This design comes from an exercise in tuning for small area on the open sky130 flow, not from production work. No run shown here included a check of the RTL's function; only the layout flow was run.

==> flow/design.v (outline; a module is shown in full before it is edited, if it fits) <==
// module top: 1700 lines
// module fa_cell: 4 lines
// module or_cell: 3 lines
// module wmux: 6 lines
// module ha_cell: 4 lines
module top (
    input  wire clk,
    input  wire rst_n,
    input  wire start,
    input  wire preload_valid,
    input  wire [5:0] preload_addr,
    input  wire [7:0] preload_data,
    input  wire [63:0] x_vector_flat,
    output wire [127:0] result_flat
);
  // ...
==> flow/flow/run.sh <==
#!/bin/bash
# The standard ORFS layout (the standard.sh, standard synthesis), with:
#  - port buffers made with buf_1 instead of the default delay buffer;
#  - clock tree synthesis with clkbuf_4, sink clusters of up to 9 within
#    55 um, and no dummy loads.
# make's output goes to standard.log; ORFS keeps each step's log under orfs/logs.
set -euo pipefail
bash standard.sh \
  BUFFER_PORTS_ARGS="-buffer_cell sky130_fd_sc_hd__buf_1" \
  CTS_ARGS="-sink_clustering_enable -repair_clock_nets -dont_use_dummy_load -buf_list sky130_fd_sc_hd__clkbuf_4 -sink_clustering_size 9 -sink_clustering_max_diameter 55" \
  finish > standard.log 2>&1
==> flow/standard.sh <==
#!/bin/bash
# synth_recipe.tcl (not shown) runs the flow's synth.tcl, then flattens the netlist and writes it again
# the make line also repeats each setting of config.mk as NAME=value (left out here)
make -C /OpenROAD-flow-scripts/flow DESIGN_CONFIG=/design/flow/config.mk WORK_HOME=/design/flow/orfs CLKGATE_MAP_FILE= SYNTH_SCRIPT=/design/flow/synth_recipe.tcl "${@:-finish}"
==> flow/config.mk <==
export PLATFORM = sky130hd
export DESIGN_NAME = top
export DESIGN_NICKNAME = top
export VERILOG_FILES = /design/flow/design.v
export SDC_FILE = /design/flow/constraint.sdc
export NUM_CORES = 4
export LEC_CHECK = 0
export CAP_MARGIN = 20
export CORE_MARGIN = 2
export CORE_UTILIZATION = 40
export SLEW_MARGIN = 20
export SYNTH_HIERARCHICAL = 1
export SYNTH_MINIMUM_KEEP_SIZE = 0
==> flow/constraint.sdc <==
create_clock -name core_clock -period 10.0 [get_ports {clk}]
set_input_delay 2.0000 -clock core_clock [delete_from_list [all_inputs] [get_ports {clk}]]
set_output_delay 2.0000 -clock core_clock [all_outputs]
set_load 0.01 [all_outputs]
==> summary.txt, run 1 <==
- Final Hold Viols: 0
- Final core utilization: 0.429
- Place WS: ~150 ps
- Clock Sink Count: between 700 and 800
- FF-to-FF End: acc_r2n[13]
- Commonest non-fill, non-tap cell in the layout: edfxtp_1
- Worst setup path endpoint: acc_r2n[13]
- Post-Syn Instances: around 3,200
- Max-slew headroom: 0.258
- Most frequent cells after synthesis: 640 x edfxtp_1, 450 x nand2_1, 444 x fa_1, 232 x a22oi_1, 156 x nor2_1
- Sequential share of cell area: 0.480
- Worst-Skew Late Latency: about 970 ps
- Period utilization: 0.939
- Post-Synth XOR/XNOR Area: 0.0195
- Seq. cell area: ~22,000 sq um
- Non-filler instance count after layout: between 4,000 and 5,000
- Most frequent cells in the layout: 640 x edfxtp_1, 448 x nand2_1, 444 x fa_1
- Total track usage: 0.187
- Area-dominant class: registers
- Cell accounting for the most synthesized area: edfxtp_1
- Most frequent cell after synthesis: edfxtp_1
- Clock buffers: roughly 100
- Main synth FF type: edfxtp_1
- Met3 routed WL: ~5400 um
- Status: finished clean
- H-tree Lvls: 3
- Number of fill cells: 9,858
- EDFF count, synth: 640
- Buffers outside the clock class: just under 300
- GRT met1 Usage: 0.245
- Worst path max stage delay: about 540 ps
- Met2 wire length: between 50,000 and 60,000 um
- Synth top area share: 0.446
- Setup WS post-layout: 606 ps
- Asr flop ratio synth: 0.0116
- Number of multi-input logic gates: between 2,000 and 2,500
- Synth area leaders: edfxtp_1 45%, fa_1 21%, dfxtp_1 6.0%
- Routed Antenna Nets: 0
- Fraction of area in multi-input gates: 0.429
- Via count of the first global-routing pass: around 27,000
==> run 2, diff against run 1 <==
--- a/flow/design.v
+++ b/flow/design.v
@@ -37,32 +37,88 @@
         else if (idle)
             rsel <= start ? 3'd7 : 3'd0;
         else
             rsel <= rsel - 3'd1;
     end
     wire [7:0] oh0 = 8'd1 << rsel;
     wire [7:0] oh1 = {oh0[6:0], oh0[7:7]};
     wire [7:0] oh2 = {oh0[5:0], oh0[7:6]};
-    wire [7:0] wt0;
-    wmux u_wmux0 (.sel(oh0), .w({w[56], w[48], w[40], w[32], w[24], w[16], w[8], w[0]}), .y(wt0));
-    wire [7:0] wt1;
-    wmux u_wmux1 (.sel(oh0), .w({w[57], w[49], w[41], w[33], w[25], w[17], w[9], w[1]}), .y(wt1));
-    wire [7:0] wt2;
-    wmux u_wmux2 (.sel(oh0), .w({w[58], w[50], w[42], w[34], w[26], w[18], w[10], w[2]}), .y(wt2));
-    wire [7:0] wt3;
-    wmux u_wmux3 (.sel(oh0), .w({w[59], w[51], w[43], w[35], w[27], w[19], w[11], w[3]}), .y(wt3));
-    wire [7:0] wt4;
-    wmux u_wmux4 (.sel(oh1), .w({w[60], w[52], w[44], w[36], w[28], w[20], w[12], w[4]}), .y(wt4));
-    wire [7:0] wt5;
-    wmux u_wmux5 (.sel(oh1), .w({w[61], w[53], w[45], w[37], w[29], w[21], w[13], w[5]}), .y(wt5));
-    wire [7:0] wt6;
-    wmux u_wmux6 (.sel(oh1), .w({w[62], w[54], w[46], w[38], w[30], w[22], w[14], w[6]}), .y(wt6));
-    wire [7:0] wt7;
-    wmux u_wmux7 (.sel(oh2), .w({w[63], w[55], w[47], w[39], w[31], w[23], w[15], w[7]}), .y(wt7));
+    wire [7:0] wt0 =
+        ({8{oh0[0]}} & w[0]) |
+        ({8{oh0[1]}} & w[8]) |
+        ({8{oh0[2]}} & w[16]) |
+        ({8{oh0[3]}} & w[24]) |
+        ({8{oh0[4]}} & w[32]) |
+        ({8{oh0[5]}} & w[40]) |
+        ({8{oh0[6]}} & w[48]) |
+        ({8{oh0[7]}} & w[56]);
+    wire [7:0] wt1 =
+        ({8{oh0[0]}} & w[1]) |
+        ({8{oh0[1]}} & w[9]) |
+        ({8{oh0[2]}} & w[17]) |
+        ({8{oh0[3]}} & w[25]) |
+        ({8{oh0[4]}} & w[33]) |
+        ({8{oh0[5]}} & w[41]) |
+        ({8{oh0[6]}} & w[49]) |
+        ({8{oh0[7]}} & w[57]);
+    wire [7:0] wt2 =
+        ({8{oh0[0]}} & w[2]) |
+        ({8{oh0[1]}} & w[10]) |
+        ({8{oh0[2]}} & w[18]) |
+        ({8{oh0[3]}} & w[26]) |
+        ({8{oh0[4]}} & w[34]) |
+        ({8{oh0[5]}} & w[42]) |
+        ({8{oh0[6]}} & w[50]) |
+        ({8{oh0[7]}} & w[58]);
+    wire [7:0] wt3 =
+        ({8{oh0[0]}} & w[3]) |
+        ({8{oh0[1]}} & w[11]) |
+        ({8{oh0[2]}} & w[19]) |
+        ({8{oh0[3]}} & w[27]) |
+        ({8{oh0[4]}} & w[35]) |
+        ({8{oh0[5]}} & w[43]) |
+        ({8{oh0[6]}} & w[51]) |
+        ({8{oh0[7]}} & w[59]);
+    wire [7:0] wt4 =
+        ({8{oh1[0]}} & w[4]) |
+        ({8{oh1[1]}} & w[12]) |
+        ({8{oh1[2]}} & w[20]) |
+        ({8{oh1[3]}} & w[28]) |
+        ({8{oh1[4]}} & w[36]) |
+        ({8{oh1[5]}} & w[44]) |
+        ({8{oh1[6]}} & w[52]) |
+        ({8{oh1[7]}} & w[60]);
+    wire [7:0] wt5 =
+        ({8{oh1[0]}} & w[5]) |
+        ({8{oh1[1]}} & w[13]) |
+        ({8{oh1[2]}} & w[21]) |
+        ({8{oh1[3]}} & w[29]) |
+        ({8{oh1[4]}} & w[37]) |
+        ({8{oh1[5]}} & w[45]) |
+        ({8{oh1[6]}} & w[53]) |
+        ({8{oh1[7]}} & w[61]);
+    wire [7:0] wt6 =
+        ({8{oh1[0]}} & w[6]) |
+        ({8{oh1[1]}} & w[14]) |
+        ({8{oh1[2]}} & w[22]) |
+        ({8{oh1[3]}} & w[30]) |
+        ({8{oh1[4]}} & w[38]) |
+        ({8{oh1[5]}} & w[46]) |
+        ({8{oh1[6]}} & w[54]) |
+        ({8{oh1[7]}} & w[62]);
+    wire [7:0] wt7 =
+        ({8{oh2[0]}} & w[7]) |
+        ({8{oh2[1]}} & w[15]) |
+        ({8{oh2[2]}} & w[23]) |
+        ({8{oh2[3]}} & w[31]) |
+        ({8{oh2[4]}} & w[39]) |
+        ({8{oh2[5]}} & w[47]) |
+        ({8{oh2[6]}} & w[55]) |
+        ({8{oh2[7]}} & w[63]);
     wire [7:0] x0_0 = x_vector_flat[7:0];
     wire [7:0] x0 = x0_0;
     wire [7:0] x1_0 = x_vector_flat[15:8];
     wire [7:0] x1 = x1_0;
     wire [7:0] x2_0 = x_vector_flat[23:16];
     wire [7:0] x2 = x2_0;
     wire [7:0] x3_0 = x_vector_flat[31:24];
     wire [7:0] x3 = x3_0;
@@ -955,17 +1011,119 @@
     wire a4_s593, a4_c594;
     fa_cell u_a4_s593 (.a(~(wt4[7] & x4[7])), .b(m4_c566), .c(~(a3[14])), .s(a4_s593), .co(a4_c594));
     wire a4_s595, a4_c596;
     assign a4_s595 = ~(1'b0 ^ ~(a3[15]));
     assign a4_c596 = 1'b0 | ~(a3[15]);
     wire a4_s597, a4_c598;
     assign a4_s597 = ~(1'b0 ^ ~(a3[15]));
     assign a4_c598 = 1'b0 | ~(a3[15]);
-    wire [16:0] s4 = ~({a4_c596, a4_c594, a4_c592, a4_c590, a4_c588, a4_c586, a4_c584, a4_c582, a4_c580, a4_c578, a4_c576, a4_c574, a4_c572, a4_c570, a4_c568, ~(a3[1]), ~(wt4[0] & x4[0])} + {a4_s597, a4_s595, a4_s593, a4_s591, a4_s589, a4_s587, a4_s585, a4_s583, a4_s581, a4_s579, a4_s577, a4_s575, a4_s573, a4_s571, a4_s569, a4_s567, ~(a3[0])} + 17'd1);
+    wire sk4_p0 = ~(wt4[0] & x4[0]) ^ ~(a3[0]);
+    wire sk4_g0 = ~(wt4[0] & x4[0]) & ~(a3[0]);
+    wire sk4_p1 = ~(a3[1]) ^ a4_s567;
+    wire sk4_g1 = ~(a3[1]) & a4_s567;
+    wire sk4_p2 = a4_c568 ^ a4_s569;
+    wire sk4_g2 = a4_c568 & a4_s569;
+    wire sk4_p3 = a4_c570 ^ a4_s571;
+    wire sk4_g3 = a4_c570 & a4_s571;
+    wire sk4_p4 = a4_c572 ^ a4_s573;
+    wire sk4_g4 = a4_c572 & a4_s573;
+    wire sk4_p5 = a4_c574 ^ a4_s575;
+    wire sk4_g5 = a4_c574 & a4_s575;
+    wire sk4_p6 = a4_c576 ^ a4_s577;
+    wire sk4_g6 = a4_c576 & a4_s577;
+    wire sk4_p7 = a4_c578 ^ a4_s579;
+    wire sk4_g7 = a4_c578 & a4_s579;
+    wire sk4_p8 = a4_c580 ^ a4_s581;
+    wire sk4_g8 = a4_c580 & a4_s581;
+    wire sk4_p9 = a4_c582 ^ a4_s583;
+    wire sk4_g9 = a4_c582 & a4_s583;
+    wire sk4_p10 = a4_c584 ^ a4_s585;
+    wire sk4_g10 = a4_c584 & a4_s585;
+    wire sk4_p11 = a4_c586 ^ a4_s587;
+    wire sk4_g11 = a4_c586 & a4_s587;
+    wire sk4_p12 = a4_c588 ^ a4_s589;
+    wire sk4_g12 = a4_c588 & a4_s589;
+    wire sk4_p13 = a4_c590 ^ a4_s591;
+    wire sk4_g13 = a4_c590 & a4_s591;
+    wire sk4_p14 = a4_c592 ^ a4_s593;
+    wire sk4_g14 = a4_c592 & a4_s593;
+    wire sk4_p15 = a4_c594 ^ a4_s595;
+    wire sk4_g15 = a4_c594 & a4_s595;
+    wire sk4_p16 = a4_c596 ^ a4_s597;
+    wire sk4_g16 = a4_c596 & a4_s597;
+    wire sk4_g0c = sk4_g0 | sk4_p0;
+    wire sk4_S1 = sk4_g1 | (sk4_p1 & sk4_g0c);
+    wire sk4_Q1 = sk4_p1 & sk4_p0;
+    wire sk4_S2 = sk4_g3 | (sk4_p3 & sk4_g2);
+    wire sk4_Q2 = sk4_p3 & sk4_p2;
+    wire sk4_S3 = sk4_g5 | (sk4_p5 & sk4_g4);
+    wire sk4_Q3 = sk4_p5 & sk4_p4;
+    wire sk4_S4 = sk4_g7 | (sk4_p7 & sk4_g6);
+    wire sk4_Q4 = sk4_p7 & sk4_p6;
+    wire sk4_S5 = sk4_g9 | (sk4_p9 & sk4_g8);
+    wire sk4_Q5 = sk4_p9 & sk4_p8;
+    wire sk4_S6 = sk4_g11 | (sk4_p11 & sk4_g10);
+    wire sk4_Q6 = sk4_p11 & sk4_p10;
+    wire sk4_S7 = sk4_g13 | (sk4_p13 & sk4_g12);
+    wire sk4_Q7 = sk4_p13 & sk4_p12;
+    wire sk4_S8 = sk4_g15 | (sk4_p15 & sk4_g14);
+    wire sk4_Q8 = sk4_p15 & sk4_p14;
+    wire sk4_S9 = sk4_g2 | (sk4_p2 & sk4_S1);
+    wire sk4_Q9 = sk4_p2 & sk4_Q1;
+    wire sk4_S10 = sk4_S2 | (sk4_Q2 & sk4_S1);
+    wire sk4_Q10 = sk4_Q2 & sk4_Q1;
+    wire sk4_S11 = sk4_g6 | (sk4_p6 & sk4_S3);
+    wire sk4_Q11 = sk4_p6 & sk4_Q3;
+    wire sk4_S12 = sk4_S4 | (sk4_Q4 & sk4_S3);
+    wire sk4_Q12 = sk4_Q4 & sk4_Q3;
+    wire sk4_S13 = sk4_g10 | (sk4_p10 & sk4_S5);
+    wire sk4_Q13 = sk4_p10 & sk4_Q5;
+    wire sk4_S14 = sk4_S6 | (sk4_Q6 & sk4_S5);
+    wire sk4_Q14 = sk4_Q6 & sk4_Q5;
+    wire sk4_S15 = sk4_g14 | (sk4_p14 & sk4_S7);
+    wire sk4_Q15 = sk4_p14 & sk4_Q7;
+    wire sk4_S16 = sk4_S8 | (sk4_Q8 & sk4_S7);
+    wire sk4_Q16 = sk4_Q8 & sk4_Q7;
+    wire sk4_S17 = sk4_g4 | (sk4_p4 & sk4_S10);
+    wire sk4_Q17 = sk4_p4 & sk4_Q10;
+    wire sk4_S18 = sk4_S3 | (sk4_Q3 & sk4_S10);
+    wire sk4_Q18 = sk4_Q3 & sk4_Q10;
+    wire sk4_S19 = sk4_S11 | (sk4_Q11 & sk4_S10);
+    wire sk4_Q19 = sk4_Q11 & sk4_Q10;
+    wire sk4_S20 = sk4_S12 | (sk4_Q12 & sk4_S10);
+    wire sk4_Q20 = sk4_Q12 & sk4_Q10;
+    wire sk4_S21 = sk4_g12 | (sk4_p12 & sk4_S14);
+    wire sk4_Q21 = sk4_p12 & sk4_Q14;
+    wire sk4_S22 = sk4_S7 | (sk4_Q7 & sk4_S14);
+    wire sk4_Q22 = sk4_Q7 & sk4_Q14;
+    wire sk4_S23 = sk4_S15 | (sk4_Q15 & sk4_S14);
+    wire sk4_Q23 = sk4_Q15 & sk4_Q14;
+    wire sk4_S24 = sk4_S16 | (sk4_Q16 & sk4_S14);
+    wire sk4_Q24 = sk4_Q16 & sk4_Q14;
+    wire sk4_S25 = sk4_g8 | (sk4_p8 & sk4_S20);
+    wire sk4_Q25 = sk4_p8 & sk4_Q20;
+    wire sk4_S26 = sk4_S5 | (sk4_Q5 & sk4_S20);
+    wire sk4_Q26 = sk4_Q5 & sk4_Q20;
+    wire sk4_S27 = sk4_S13 | (sk4_Q13 & sk4_S20);
+    wire sk4_Q27 = sk4_Q13 & sk4_Q20;
+    wire sk4_S28 = sk4_S14 | (sk4_Q14 & sk4_S20);
+    wire sk4_Q28 = sk4_Q14 & sk4_Q20;
+    wire sk4_S29 = sk4_S21 | (sk4_Q21 & sk4_S20);
+    wire sk4_Q29 = sk4_Q21 & sk4_Q20;
+    wire sk4_S30 = sk4_S22 | (sk4_Q22 & sk4_S20);
+    wire sk4_Q30 = sk4_Q22 & sk4_Q20;
+    wire sk4_S31 = sk4_S23 | (sk4_Q23 & sk4_S20);
+    wire sk4_Q31 = sk4_Q23 & sk4_Q20;
+    wire sk4_S32 = sk4_S24 | (sk4_Q24 & sk4_S20);
+    wire sk4_Q32 = sk4_Q24 & sk4_Q20;
+    wire sk4_S33 = sk4_g16 | (sk4_p16 & sk4_S32);
+    wire sk4_Q33 = sk4_p16 & sk4_Q32;
+    wire [16:0] sk4_sum = {(sk4_p16 ^ sk4_S32), (sk4_p15 ^ sk4_S31), (sk4_p14 ^ sk4_S30), (sk4_p13 ^ sk4_S29), (sk4_p12 ^ sk4_S28), (sk4_p11 ^ sk4_S27), (sk4_p10 ^ sk4_S26), (sk4_p9 ^ sk4_S25), (sk4_p8 ^ sk4_S20), (sk4_p7 ^ sk4_S19), (sk4_p6 ^ sk4_S18), (sk4_p5 ^ sk4_S17), (sk4_p4 ^ sk4_S10), (sk4_p3 ^ sk4_S9), (sk4_p2 ^ sk4_S1), (sk4_p1 ^ sk4_g0c), (sk4_p0 ^ 1'b1)};
+    wire [16:0] s4 = ~sk4_sum;
     wire [15:0] a4 = (s4[16] != s4[15]) ? (s4[16] ? 16'h8000 : 16'h7fff) : s4[15:0];
     wire m5_s599, m5_c600;
     assign m5_s599 = ~(~(wt5[0] & x5[6]) ^ ~(wt5[1] & x5[5]));
     or_cell u_m5_c600 (.a(~(wt5[0] & x5[6])), .b(~(wt5[1] & x5[5])), .y(m5_c600));
     wire m5_s601, m5_c602;
     fa_cell u_m5_s601 (.a((wt5[0] & x5[7])), .b(~(wt5[1] & x5[6])), .c(~(wt5[2] & x5[5])), .s(m5_s601), .co(m5_c602));
     wire m5_s603, m5_c604;
     assign m5_s603 = ~(~(wt5[3] & x5[4]) ^ ~(wt5[4] & x5[3]));
==> flow/flow/run.sh (replaced) <==
#!/bin/bash
# The standard ORFS layout (the standard.sh, standard synthesis), with:
#  - port buffers made with buf_1 instead of the default delay buffer;
#  - clock tree synthesis with clkbuf_4, sink clusters of up to 8 within
#    50 um, and no dummy loads.
# make's output goes to standard.log; ORFS keeps each step's log under orfs/logs.
set -euo pipefail
bash standard.sh \
  BUFFER_PORTS_ARGS="-buffer_cell sky130_fd_sc_hd__buf_1" \
  CTS_ARGS="-sink_clustering_enable -repair_clock_nets -dont_use_dummy_load -buf_list sky130_fd_sc_hd__clkbuf_4 -sink_clustering_size 8 -sink_clustering_max_diameter 50" \
  finish > standard.log 2>&1
==> summary.txt, run 2 <==
- Top flop regs: w: 512 flops, result_n: 128 flops
- Hold Slack: between 300 and 400 ps
- Max_cap viols: 0
- Max-slew headroom: 0.262 (+0.00396)
- Row count: between 100 and 150
- WP data required: ~11,000 ps
- Clock Sink Count: 779 (unchanged)
- Post-detailed-routing wire length: between 100,000 and 150,000 um
- Most frequent cell on the critical path: fa_1
- Worst path max stage delay: 530 ps (about the same)
- CTS root buffer: clkbuf_4
- Asr flop ratio synth: 0.0116 (unchanged)
- Worst-path fanout max: 11
- Cell accounting for the most synthesized area: edfxtp_1
- Most frequent cell after synthesis: edfxtp_1
- Final Wtd Congestion: roughly 0.88
- Post-Syn Instances: 3,315 (+2.9%)
- Reg2Reg Launch Point: rsel[0]
- Most frequent cells in the layout: 640 x edfxtp_1, 469 x nand2_1, 446 x fa_1
- Total track usage: 0.195 (+0.00774)
- Initial antenna violation count: 7
- Skew final: between 150 and 200 ps
- Period utilization: 0.935 (-0.00488)
- Synth warnings: 9
- RSZ-0062 raised after global routing: false
- Post-Synth Adder-Cell Area: 0.240
- Crit path time final: between 9000 and 10,000 ps
- Critical path type: flop to flop
- Final Hold Viols: 0 (unchanged)
- WL per Instance: 21.8 um
- Clock transition at path regs: approximately 90 ps
- Tightest Pin Transition: roughly 1100 ps
- Remaining Overflow, GRT: 0
- Synth area leaders: edfxtp_1 44%, fa_1 21%, dfxtp_1 6.0%
- Die Y: approximately 330 um
- Largest family of logic cells by synthesized area: adder cells
- Drt pass-1 iters: 6
- Synth Area per Inst: 13.2 sq um
- H-tree Lvls: 3 (unchanged)
- Routed Antenna Nets: 0 (unchanged)
- EDFF count, synth: 640 (unchanged)
- Commonest non-fill, non-tap cell in the layout: edfxtp_1
- Final core utilization: 0.434 (+0.00521)
- CP max-delay cell: fa_1
- Routed vias/inst: around 5.5
- Main synth FF type: edfxtp_1
- Drt initial violations: 2,223
- Post-Synth Simple-Gate Area: 0.100
- Initial Util: 0.402
- Area growth syn-to-layout: 8.05%
- Place WS: 116 ps (-30.8 ps)
- Via count of the first global-routing pass: 27,900 (+3.5%)
- Most frequent cells after synthesis: 640 x edfxtp_1, 470 x nand2_1, 447 x fa_1, 172 x nor2_1, 143 x o21ai_0
- Compound-Gate Fraction of Synth Area: 0.0941
- Hold_buf cts: 0
- Status: finished clean
- Hpwl dp: slightly below 80,000 um
- CORE AREA: around 110,000 sq um
- CTS tree: done
- Max clock buf depth: 3
- Critical Path AT: roughly 10,000 ps
- Synth unique cells: 82
- DRC errors left: 0
- Setup tns final: 0 ps
- Buffer count from post-CTS setup fixing: 0
- Worst-Skew Late Latency: 990 ps (+20 ps)
- Top reg by flops: w
- Setup WS post-layout: 655 ps (+48.8 ps)
- Total CTS buffers: ~120
- Syn Std Cell Area: between 40,000 and 50,000 sq um
- Fmax: 107 MHz
- CP Launch Point: rsel[0]
- Hold Crit Class: flop to flop
- Ports: 210
- Flops & latches, synth: about 780
- Sequential-to-total area share from yosys stat: 0.505
- Largest register FFs: slightly above 500
- Die ar.: ~110,000 sq um
- Crit. End Element: flop
- Share of cells above drive strength 1: 0.0967
- Die Span X: ~330 um
- Multiplexer share of the synthesized area: 0.0176
- Post-Synth XOR/XNOR Area: 0.0188 (-0.000668)
- Via count: approximately 27,000
- Largest net degree at the start of global routing: 88
- First-pass GRT wire length: between 150,000 and 200,000 um
- Synth top area share: 0.440 (-0.00543)
- Layout Nets: between 4,000 and 5,000
- I/O Buffers: 209
- Syn Nets: between 3,000 and 4,000
- Slew Limit Fails: 0
- Startpoint Class: flop
- Hold wc startpoint: x7_1[6]
- Final setup fails: 0
run 2: cell families (layout without fill, tap and decap cells):
kind of cell,count (synthesis),in the layout
AOI/OAI and AO/OA,587,587
xor gates and xnor gates,93,93
adders and majority gates,572,572
buffers and inverters,262,504
DFF,779,779
muxes,68,68
other,0,5
and+or+nand+nor,954,954
run 2: worst max-delay path: cells and delay by family, from the launching register on:
kind | cells | cell delay (ps)
adders and majority gates | 10 | 4030
buffers and inverters | 3 | 410
AOI/OAI and AO/OA | 9 | 2400
xor gates and xnor gates | 1 | 150
and+or+nand+nor | 10 | 1870
DFF | 1 | 420
run 2: path summary, 6_finish.rpt:
path / end / slack [ps] / cells after the start
worst min register to register: x7_2[6] / 320 / 0
worst min-delay path: x7_2[6] / 320 / 0
min in group asynchronous: cnt[3] / 1260 / 2
worst max register to register: acc_r2n[13] / 650 / 33
worst max-delay path: acc_r2n[13] / 650 / 33
max in group asynchronous: rsel[2] / 8160 / 2
run 2: Yosys stat by module, one instance, submodules excluded:
module / area, sq um / flip-flops and latches
fa_cell: 20.0 / 0
top: 35300 / 779
or_cell: 6.26 / 0
run 2: timing repair:
action / in CTS / in global routing
hold endpoints to repair: 0 / 0
gates resized for setup: 0 / 10
setup endpoints to repair: 0 / 15
run 2: per-stage QoR:
stage	instances	instance area [sq um]
3_3_place_gp	4855	46200
4_1_cts	4971	47100
6_report	4976	47200
3_5_place_dp	4855	46200
2_1_floorplan	3315	43700
5_1_grt	4975	47200
run 2: area by class of cell:
class / instances / area (sq um)
diodes: 5 / 12.5
clock buffers: 116 / 871
fillers: 9927 / 61400
inverters: 83 / 312
multi-input cells: 2274 / 20600
flip-flops and latches: 779 / 22100
well taps: 1414 / 1770
repair buffers: 305 / 1510
run 2: metal layers:
| metal | share of wire | up-vias | global-route usage |
|---|---|---|---|
| li1 | - | 12300 | - |
| met1 | 0.43 | 13900 | 0.266 |
| met2 | 0.50 | 823 | 0.327 |
| met3 | 0.055 | 152 | 0.0305 |
| met4 | 0.018 | 6 | 0.0453 |
| met5 | 0.00034 | - | 0 |

## separate check: timing with driven ports
Ports are ideal in the flow. The routed layouts listed here were re-timed in OpenROAD. Step 1 assumes that a clkbuf_16 drives the clock port and a buf_2 every other input. Step 2 moves the port delays by t, midway between the first and last clock arrival at a register: inputs arrive t later, outputs are due t later. That takes back most of the time a late clock gives input paths. Three values: no drivers, after step 1, after step 2; two values: the first two.
run	shift t [ns]	setup WS [ns]	slew at the worst register clock pin (ns)	worst slew at a driven data input, ns	pins driven straight from the clock port
run 1	0.970	0.606 / 0.606 / 0.606	0.10 / 0.10	0.08	1
run 2	0.981	0.655 / 0.655 / 0.655	0.10 / 0.10	0.11	1
After both steps every run listed still meets setup and hold.
